This is an optimization exercise on Yosys and OpenROAD, whose aim is small area, not a production implementation. Power figures rest on the tool's default switching activity, not on a simulated workload.

// Follower
module Follower(clk,RST_n,led,a2d_SS_n,SCLK,MISO,MOSI,rev_rht,
                rev_lft,fwd_rht,fwd_lft,IR_in_en,IR_mid_en,IR_out_en,
				in_transit,OK2Move,buzz,buzz_n,BC,RX);
  input clk,RST_n;			 
  input MISO;				 
  input BC;					 
  input OK2Move;			 
  input RX;					 
  output [7:0] led;				 
  output a2d_SS_n,SCLK,MOSI;	 
  output rev_rht,fwd_rht;		 
  output rev_lft,fwd_lft;		 
  output IR_in_en,IR_mid_en,IR_out_en;	 
  output buzz,buzz_n;			 
  output in_transit;			 
  wire [10:0] lft, rht;
  wire [7:0] cmd;
  wire [7:0] ID;
  wire [11:0] A2D_res;
  wire [2:0] chnnl;
  wire [9:0] pwm_cnt;
  wire cmd_rdy, ID_vld, clr_ID_vld;
  wire cnv_cmplt, strt_cnv, go;
  wire rst_n;
  reset_synch iRST(.clk(clk), .RST_n(RST_n), .rst_n(rst_n));
  dig_core iCORE(.clk(clk),.rst_n(rst_n),.cmd_rdy(cmd_rdy),.cmd(cmd),.led(led),
                 .lft(lft),.rht(rht),.buzz(buzz),.buzz_n(buzz_n),.in_transit(in_transit),
                 .OK2Move(OK2Move),.ID(ID),.clr_ID_vld(clr_ID_vld),.ID_vld(ID_vld),
  ...
For scale: roughly 1100 cells after synthesis, roughly 250 flip-flops, about 27 I/O pins.
export LEC_CHECK = 0
export CAP_MARGIN = 20
export CORE_MARGIN = 2
export CORE_UTILIZATION = 60
export PLACE_DENSITY = 0.8
export SLEW_MARGIN = 20
create_clock -name core_clock -period 20.0 [get_ports {clk}]
standard.sh (not shown) runs the stock make flow with config.mk's settings and CLKGATE_MAP_FILE= SYNTH_SCRIPT=/design/flow/synth_recipe.tcl, a recipe that flattens the netlist after the stock synthesis.
==> flow/flow/run.sh <==
#!/bin/bash
# Layout flow: the standard flow (standard synthesis unchanged), with
#  - the port buffers made with the smallest buffer (buf_1) instead of the default,
#  - clock tree synthesis with clkbuf_8 leaf clusters of at most 16 sinks and no
#    dummy loads.
# Every tool's output goes to standard.log in this folder (ORFS also keeps its own
# per-step logs under orfs/logs).
set -o pipefail
CTS="-sink_clustering_enable -repair_clock_nets -sink_clustering_size 16 -sink_clustering_max_diameter 90 -buf_list sky130_fd_sc_hd__clkbuf_8 -dont_use_dummy_load"
bash standard.sh "BUFFER_PORTS_ARGS=-buffer_cell sky130_fd_sc_hd__buf_1" "CTS_ARGS=$CTS" finish > standard.log 2>&1
Next try:
--- a/flow/design.v
+++ b/flow/design.v
@@ -110,31 +110,31 @@
 		ID <= {ID[6:0], BC_filtered};
 always @(posedge clk, negedge rst_n)
 	if (!rst_n)
 		ID_vld <= 1'b0;
 	else if (clr_ID_vld)
 		ID_vld <= 1'b0;
 	else if (~|ID[7:6])
 		ID_vld <= 1'b1;
 endmodule
 module uart_rcv(rx_rdy, rx_data, clk, rst_n, RX);
 	output reg [7:0] rx_data;
-	output rx_rdy;
+	output reg rx_rdy;
 	input clk, rst_n, RX;
 	reg rx_nr, rx_rd;
 	reg [11:0] baud_cnt;
 	reg [3:0] bit_cnt;
-	reg busy;			 
-	wire idle  = ~busy;
-	wire first = busy & ~|bit_cnt;
-	wire rest  = busy & |bit_cnt;
+	reg [1:0] state;		 
+	wire idle  = ~state[0] & ~state[1];
+	wire first = state[0];
+	wire rest  = state[1];
 	wire [11:0] baud_nxt = {baud_cnt[10:0], ~(baud_cnt[11] ^ baud_cnt[7] ^ baud_cnt[1] ^ baud_cnt[0])};
 	wire half = ((baud_cnt & 12'h7bf) == 12'h7ad);
 	wire full = ((baud_cnt & 12'hff7) == 12'h586);
 	wire done = bit_cnt[3] & bit_cnt[1];	 
 	wire shift = (first & half) | (rest & ~done & full);
 	always @(posedge clk, negedge rst_n)
 		if (!rst_n) begin
 			rx_nr <= 1'b1;
 			rx_rd <= 1'b1;
 		end else begin
 			rx_nr <= RX;
@@ -144,26 +144,29 @@
 	inc #(4) iINC(.s(bit_inc), .a(bit_cnt), .ci(shift));
 	always @(posedge clk)
 		if (idle) bit_cnt <= 4'h0;
 		else bit_cnt <= bit_inc;
 	always @(posedge clk)
 		if (idle | shift) baud_cnt <= 12'h000;
 		else baud_cnt <= baud_nxt;
 	always @(posedge clk)
 		if (shift & ~(bit_cnt[3] & bit_cnt[0]))
 			rx_data <= {rx_rd, rx_data[7:1]};
 	always @(posedge clk, negedge rst_n)
-		if (!rst_n) busy <= 1'b0;
-		else if (idle) busy <= ~rx_rd;
-		else if (rest & done) busy <= 1'b0;
-	assign rx_rdy = idle & done;
+		if (!rst_n) state <= 2'b00;
+		else if (idle) state <= {1'b0, ~rx_rd};
+		else if (first) state <= {half, ~half};
+		else state <= {~done, 1'b0};
+	always @(posedge clk, negedge rst_n)
+		if (!rst_n) rx_rdy <= 1'b0;
+		else rx_rdy <= rest & done;
 endmodule
 module A2D_intf(cnv_cmplt, res, a2d_SS_n, SCLK, MOSI, clk, rst_n, strt_cnv, chnnl, MISO);
 output logic cnv_cmplt, a2d_SS_n, SCLK, MOSI;
 output logic [11:0] res;
 input logic clk, rst_n, strt_cnv, MISO;
 input logic [2:0] chnnl;
 logic [10:0] cnt;
 logic [15:0] shft_reg;
 wire idle = cnt[10] & cnt[9];
 wire last = cnt[10] & ~cnt[9];
 wire fin  = last & cnt[1] & cnt[0];
@@ -184,23 +187,27 @@
 		cnt <= 11'h7ff;
 	else
 		cnt <= cnt_inc;
 always @(posedge clk, negedge rst_n)
 	if (!rst_n)
 		shft_reg[15] <= 1'b0;
 	else if (shift)
 		shft_reg[15] <= shft_reg[14];
 always @(posedge clk)
 	if (shift)
 		shft_reg[14:0] <= {shft_reg[13:0], MISO};
-assign cnv_cmplt = idle;
+always @(posedge clk)
+	if (strt_cnv)
+		cnv_cmplt <= 1'b0;
+	else if (fin)
+		cnv_cmplt <= 1'b1;
 endmodule
 module alu(sum, sat, a, b, inv, cin);
   output [15:0] sum;		 
   output [11:0] sat;		 
   input [15:0] a, b;
   input inv, cin;
   rca #(16) iADD(.s(sum), .a(a), .b(b ^ {16{inv}}), .ci(cin));
   assign sat = (~sum[15] & |sum[14:11]) ? 12'h7ff :
                ( sum[15] & ~&sum[14:11]) ? 12'h800 : sum[11:0];
 endmodule
 module rca #(parameter W = 16) (s, a, b, ci);
@@ -243,25 +250,25 @@
 reg [15:0] Accum;
 reg [11:0] Intgrl;
 reg [13:0] Error;
 wire s_idle = (state == IDLE);
 wire s_tw   = (state == TW);
 wire s_cw   = (state == CW);
 wire s_ci   = (state == CI);
 wire s_calc = state[2];
 wire ch5 = chnnl[2] & chnnl[0];
 wire cnv_done = s_cw & cnv_cmplt;
 wire itg = s_ci & (&itg_cnt);
-wire [12:0] tmr_nxt = {tmr[11:0], ~(tmr[12] ^ tmr[11] ^ tmr[10] ^ tmr[7])};
-wire tmr32   = ((tmr & 13'h221) == 13'h200);
-wire tmr4096 = ((tmr & 13'hefb) == 13'h479);
+wire [12:0] tmr_nxt = {tmr[11:0], ~(tmr[12] ^ tmr[10] ^ tmr[8] ^ tmr[7])};
+wire tmr32   = ((tmr & 13'h285) == 13'h081);
+wire tmr4096 = ((tmr & 13'hdff) == 13'h05a);
 wire [7:0] tk = {tmr[6] & ~tmr[7], tmr[5] & ~tmr[6], tmr[4] & ~tmr[5], tmr[3] & ~tmr[4],
                  tmr[2] & ~tmr[3], tmr[1] & ~tmr[2], tmr[0] & ~tmr[1], ~tmr[0]};
 assign strt_cnv = s_tw & (chnnl[0] ? tmr32 : tmr4096);
 wire [15:0] sum;
 wire [11:0] sat;
 wire t0 = s_calc & tk[0];
 wire t1 = s_calc & tk[1];
 wire t2 = s_calc & tk[2];
 wire t3 = s_calc & tk[3];
 wire tF = s_calc & (tk[4] | tk[6]);	 
 wire tR = s_calc & (tk[5] | tk[7]);	 
After rerunning: Clock-buffer cell count is unchanged. Global-route usage increases by 0.41 points. Critical path depth stays the same. Synthesized cell count increases by 0.85%. Non-clock buffer count increases by 1. Power decreases by 3.6%. Sequential cell count increases by 3. Cell count increases by 0.68%. First-iteration DRC count increases by 27%. Wire length increases by 1.1%. Combinational power decreases by 28%.
Function was not checked in any run of this note: the RTL went through the layout flow alone.
